From an optimization exercise on the open Yosys and OpenROAD flow, aimed at small area, a short achievable clock period and few clock cycles per item; shortcuts taken in it are not production practice.
The RTL was checked by simulation tests, not by an equivalence proof against the original design.
The clock port is modelled as an ideal driver, which makes a skipped or thinned clock tree look cheaper than it is; a real chip needs a root buffer or a tree.
Power figures rest on the tool's default switching activity, not on a simulated workload.

Setup of v37:
==> flow/design.v (excerpt) <==
module bin2bcd(
    input clk,
    input reset,
    input start,               
    input [11:0] bin_in,       
    output reg [15:0] bcd_out,  
    output reg done             
);
For scale: ~190 cells after synthesis, roughly 15 flip-flops, about 1200 sq um of cells after synthesis.
export LEC_CHECK = 0
export CAP_MARGIN = 20
export CORE_AREA = 2.3 2.72 59.8 59.84
export DIE_AREA = 0 0 62 62
export SLEW_MARGIN = 20
create_clock -name core_clock -period 5.0 [get_ports {clk}]
standard.sh (not shown) runs the stock make flow with config.mk's settings and CLKGATE_MAP_FILE= SYNTH_SCRIPT=/design/flow/synth_recipe.tcl, a recipe that flattens the netlist after the stock synthesis.
==> flow/flow/run.sh <==
#!/bin/bash
# Own flow: the standard layout (standard.sh), with these changes:
#  - synthesis maps the logic with its own ABC scripts: flow/abc_in.script for
#    the logic before the registers, flow/abc_out.script for the logic after
#    them (flow/my_synth.tcl); Yosys does not extract half/full adders
#    (ADDER_MAP_FILE empty); everything else in synthesis is the standard
#    script (synth_recipe.tcl);
#  - ports are buffered with sky130_fd_sc_hd__buf_1 instead of the default buffer;
#  - after CTS, the clock tree is flattened to one buffer that drives all the
#    flip-flops (flow/flat_cts.tcl): the design has only 15 of them.
# Each tool's output goes to a log file of its own in the work folder.
set -euo pipefail
W=$(pwd)
F=$W/flow
R=$W/orfs/results/$FLOW_PLATFORM/bin2bcd/base
export MY_ABC_IN=$F/abc_in.script
export MY_ABC_OUT=$F/abc_out.script
export FLOW_SYNTH_TCL=$W/synth_recipe.tcl
make -C "$FLOW_HOME" DESIGN_CONFIG="$W/config.mk" WORK_HOME="$W/orfs" CLKGATE_MAP_FILE= \
  SYNTH_SCRIPT="$F/my_synth.tcl" ADDER_MAP_FILE= synth > "$W/synth.log" 2>&1
export BUFFER_PORTS_ARGS="-buffer_cell sky130_fd_sc_hd__buf_1"
bash standard.sh cts > "$W/layout_to_cts.log" 2>&1
CTS_ODB=$R/4_cts.odb CLK_NET=clk ROOT_BUF=sky130_fd_sc_hd__clkbuf_8 openroad -no_init -exit "$F/flat_cts.tcl" > "$W/flat_cts.log" 2>&1
bash standard.sh > "$W/layout.log" 2>&1
==> flow/flow/abc_in.script <==
strash
dch
map -D 2000
topo
stime -c
==> flow/flow/abc_out.script <==
strash
dch
map -D 1500
topo
stime -c
Other scripts of this flow, unchanged in this note and not shown: flow/flow/flat_cts.tcl, flow/flow/my_synth.tcl
Having completed the whole flow, v37 delivered a layout that passed the timing, DRC and antenna checks.
Testbench counts of v37, summed over its fixed seeds: cycles 3,200, conversions 3,200.
diff inputs: v37 => v5
==> flow/flow/abc_out.script <==
strash
dch
map -D 1850
topo
stime -c
==> comparison <==
Between v37 and v5, the flow reports detailed route wirelength on metal2 increasing slightly. Compare v5 and v37 | compound-gate portion of the synthesized area higher: v37. Between v37 and v5, the flow reports synthesized cell count decreasing by a few percent. Per the comparison of v5 with v37, hold slack about even; final cell count fell 2.3%; detailed-route wire length on metal 1 fell about 16%; cell area after layout fell 44 sq um; XOR/XNOR share of the synthesized area rose 3.4 points. Per the comparison of v5 with v37, area of the mapped netlist decreased by about 4% relative to the old numbers; total routed wirelength decreased by about 8% relative to the old numbers. Side by side, flip-flop and latch share of the layout cell area turned out higher in v5 than in v37.
> inputs changed (v5 -> v41)
==> flow/flow/abc_in.script <==
strash
dch
map -D 2500
topo
stime -c
==> flow/flow/abc_out.script <==
strash
dch
map -D 1750
topo
stime -c
Results
- v5 → v41: switching power summed over all nets grew by 6.1%; first-pass GRT wire length shrank by 150 um.
- A critical path start-end classification of in -> reg is what v41 shows, while reg -> out belongs to v5.
- [v41] synthesized net count fell 5.5% relative to v5
- In the flow results for v5 and v41, the critical path depth is smaller on v5.
- | combined global-route utilization of all metal layers | higher: v5 |
- Of v5 and v41, the run reporting the lower post-route worst setup slack was v41.
#### Input delta (v13 over v41)
==> flow/flow/abc_in.script <==
strash
dch
map -D 2250
topo
stime -c
==> flow/flow/abc_out.script <==
strash
dch
map -D 1650
topo
stime -c
### Flow results
The final reports for v13 and v41 show post-synth design cell area higher in the former.
Post-route minimum period (lower): v13
v41 reports its slowest stage cell on the critical path as sky130_fd_sc_hd__a21oi_1 while v13 reports sky130_fd_sc_hd__dfxtp_1.
v13 does worse than v41 on internal power.
Final instance count without filler cells was lower in the run labelled v41.
The higher worst slack at placement of v13 and v41 is in v13.
Taking v41 as the reference, in v13 global-route wire length before repair rose 220 um, biggest cell delay along the critical path rose 40 ps, via total after detailed routing rose 13.
Between v13 and v41, count of unique library cells instantiated by Yosys is higher for v13, v41 comes in under that.
For the final area, v13 came in 2.1% higher than v41 did.
The inputs of v15 differ from those of v13 as listed below.
==> flow/flow/abc_in.script <==
strash
dch
map -D 2000
topo
stime -c
Findings:
Cell area after synthesis sits higher in v15 than in v13. v15 vs v13 — routed wire length climbed slightly. Between v13 and v15, the cell count went up. [compare] base=v13 new=v15: power in combinational cells went down; core utilization did not really move; post-synthesis average cell area went down; post-layout worst setup margin went up. Taking v13 as the reference point, the vias after detailed routing of v15 rises by 36. Clock network contribution to total cell area: v15 vs v13, no meaningful difference. In the flow results for v13 and v15, the final worst-path cycle share is larger on v13.
The inputs of v27 differ from those of v15 as listed below.
==> flow/flow/abc_in.script <==
strash
dch
map -D 3000
topo
stime -c
==> flow/flow/abc_out.script <==
strash
dch
map -D 1750
topo
stime -c
Findings:
- Global-route wire length before repair went down by a little under 10% going from v15 to v27.
- v15 leaves more setup margin than v27.
- Of v27 and v15, the lower number of vias per cell after detailed routing belongs to v27.
- Delta (v27 minus v15): clock power share lower, maximum frequency lower.
- Run comparison: v15 critical path launch point s_q[4]$_DFF_P_; v27 critical path launch point bin_in[11]
- v15 → v27: clock slew at the register clock pins of the worst setup and hold paths barely changed, final hold slack about even, critical path depth saw an increase.

* * *

run A:
Starting RTL as in the previous note.
==> flow/config.mk <==
export PLATFORM = sky130hd
export DESIGN_NAME = bin2bcd
export DESIGN_NICKNAME = bin2bcd
export VERILOG_FILES = /design/flow/design.v
export SDC_FILE = /design/flow/constraint.sdc
export NUM_CORES = 4
export LEC_CHECK = 0
export CAP_MARGIN = 20
export CORE_AREA = 2.3 2.72 59.8 59.84
export DIE_AREA = 0 0 62 62
export SLEW_MARGIN = 20
==> flow/constraint.sdc <==
create_clock -name core_clock -period 5.0 [get_ports {clk}]
set_input_delay 1.0000 -clock core_clock [delete_from_list [all_inputs] [get_ports {clk}]]
set_output_delay 1.0000 -clock core_clock [all_outputs]
set_load 0.01 [all_outputs]
==> flow/flow/run.sh <==
#!/bin/bash
# Own flow: the standard layout (standard.sh), with these changes:
#  - synthesis maps the logic with its own ABC scripts: flow/abc_in.script for
#    the logic before the registers, flow/abc_out.script for the logic after
#    them (flow/my_synth.tcl); Yosys does not extract half/full adders
#    (ADDER_MAP_FILE empty); everything else in synthesis is the standard
#    script (synth_recipe.tcl);
#  - ports are buffered with sky130_fd_sc_hd__buf_1 instead of the default buffer.
# Each tool's output goes to a log file of its own in the work folder.
set -euo pipefail
W=$(pwd)
F=$W/flow
export MY_ABC_IN=$F/abc_in.script
export MY_ABC_OUT=$F/abc_out.script
export FLOW_SYNTH_TCL=$W/synth_recipe.tcl
make -C "$FLOW_HOME" DESIGN_CONFIG="$W/config.mk" WORK_HOME="$W/orfs" CLKGATE_MAP_FILE= \
  SYNTH_SCRIPT="$F/my_synth.tcl" ADDER_MAP_FILE= synth > "$W/synth.log" 2>&1
export BUFFER_PORTS_ARGS="-buffer_cell sky130_fd_sc_hd__buf_1"
bash standard.sh > "$W/layout.log" 2>&1
==> flow/flow/abc_in.script <==
strash
dch
map -D 3000
topo
stime -c
==> flow/flow/abc_out.script <==
strash
dch
map -D 1750
topo
stime -c
==> flow/flow/my_synth.tcl <==
# The standard synthesis script (synth_recipe.tcl), with only ABC's mapping
# scripts replaced. The logic in the input cone of the output ports (after the
# registers) is mapped with MY_ABC_OUT, the rest (before the registers) with
# MY_ABC_IN. Yosys's -import skips commands that already exist, so this abc
# wrapper is the one synth.tcl calls.
proc abc {args} {
  set i [lsearch -exact $args -script]
  set a_out $args
  set a_in $args
  if {$i >= 0} {
    lset a_out [expr {$i + 1}] $::env(MY_ABC_OUT)
    lset a_in [expr {$i + 1}] $::env(MY_ABC_IN)
  }
  yosys select -set my_out_cone o:* %cie*
  yosys abc {*}$a_out @my_out_cone
  yosys select -clear
  yosys abc {*}$a_in
}
source $::env(FLOW_SYNTH_TCL)
Run A reached the end of the flow, and the finished layout is clean on the timing, DRC and antenna checks.
Testbench counts of run A, summed over its fixed seeds: cycles 3,200, conversions 3,200.
diff inputs: run A => run B
==> flow/flow/abc_in.script <==
strash
dch
amap
topo
stime -c
Findings:
- For run A, the worst setup path startpoint was s_q[4], unlike run B, where it was bin_in[11].
- Compared run B vs run A, and internal power summed over all cells is down in run B.
- Comparing layout clock buffer count for run B and run A, the smaller number came from run A.
- Run A -> run B: number of buffers other than clock buffers in the final layout delta 0, exact match
- Run B ends up with higher routed via count than run A does.
- Run B: worst setup slack lower than run A

[what the ideal ports hide]
How much do the figures lean on ideal ports? The routed layouts below were timed once more, with nothing changed but the port constraints.
Step 1: set_driving_cell puts a clkbuf_16 on clk and a buf_2 on each other input, an assumption about the parent block.
Step 2, shift: input delay + t, output delay - t, t = (earliest + latest rising clock arrival at the registers) / 2. This alone moves slack from input paths to output paths.
Three values: ideal, step 1, step 2; two values: the first two.
run	t (ns)	setup WS [ns]	latest minus earliest clock arrival (ns)	worst slew at a driven data input, ns
v37	0.168	1.407 / 1.385 / 1.480	0.001 / 0.002	0.03
v5	0.167	1.208 / 1.184 / 1.351	0.001 / 0.000	0.03
v41	0.167	1.157 / 1.161 / 0.994	0.001 / 0.001	0.03
v13	0.164	1.293 / 1.273 / 1.246	0.000 / 0.001	0.03
v15	0.167	1.309 / 1.283 / 1.445	0.001 / 0.002	0.03
v27	0.167	1.157 / 1.161 / 0.994	0.001 / 0.001	0.03
run A	0.293	1.292 / 1.270 / 1.006	0.006 / 0.006	0.03
run B	0.284	0.620 / 0.618 / 0.334	0.005 / 0.005	0.03
After both steps every run listed still meets setup and hold.
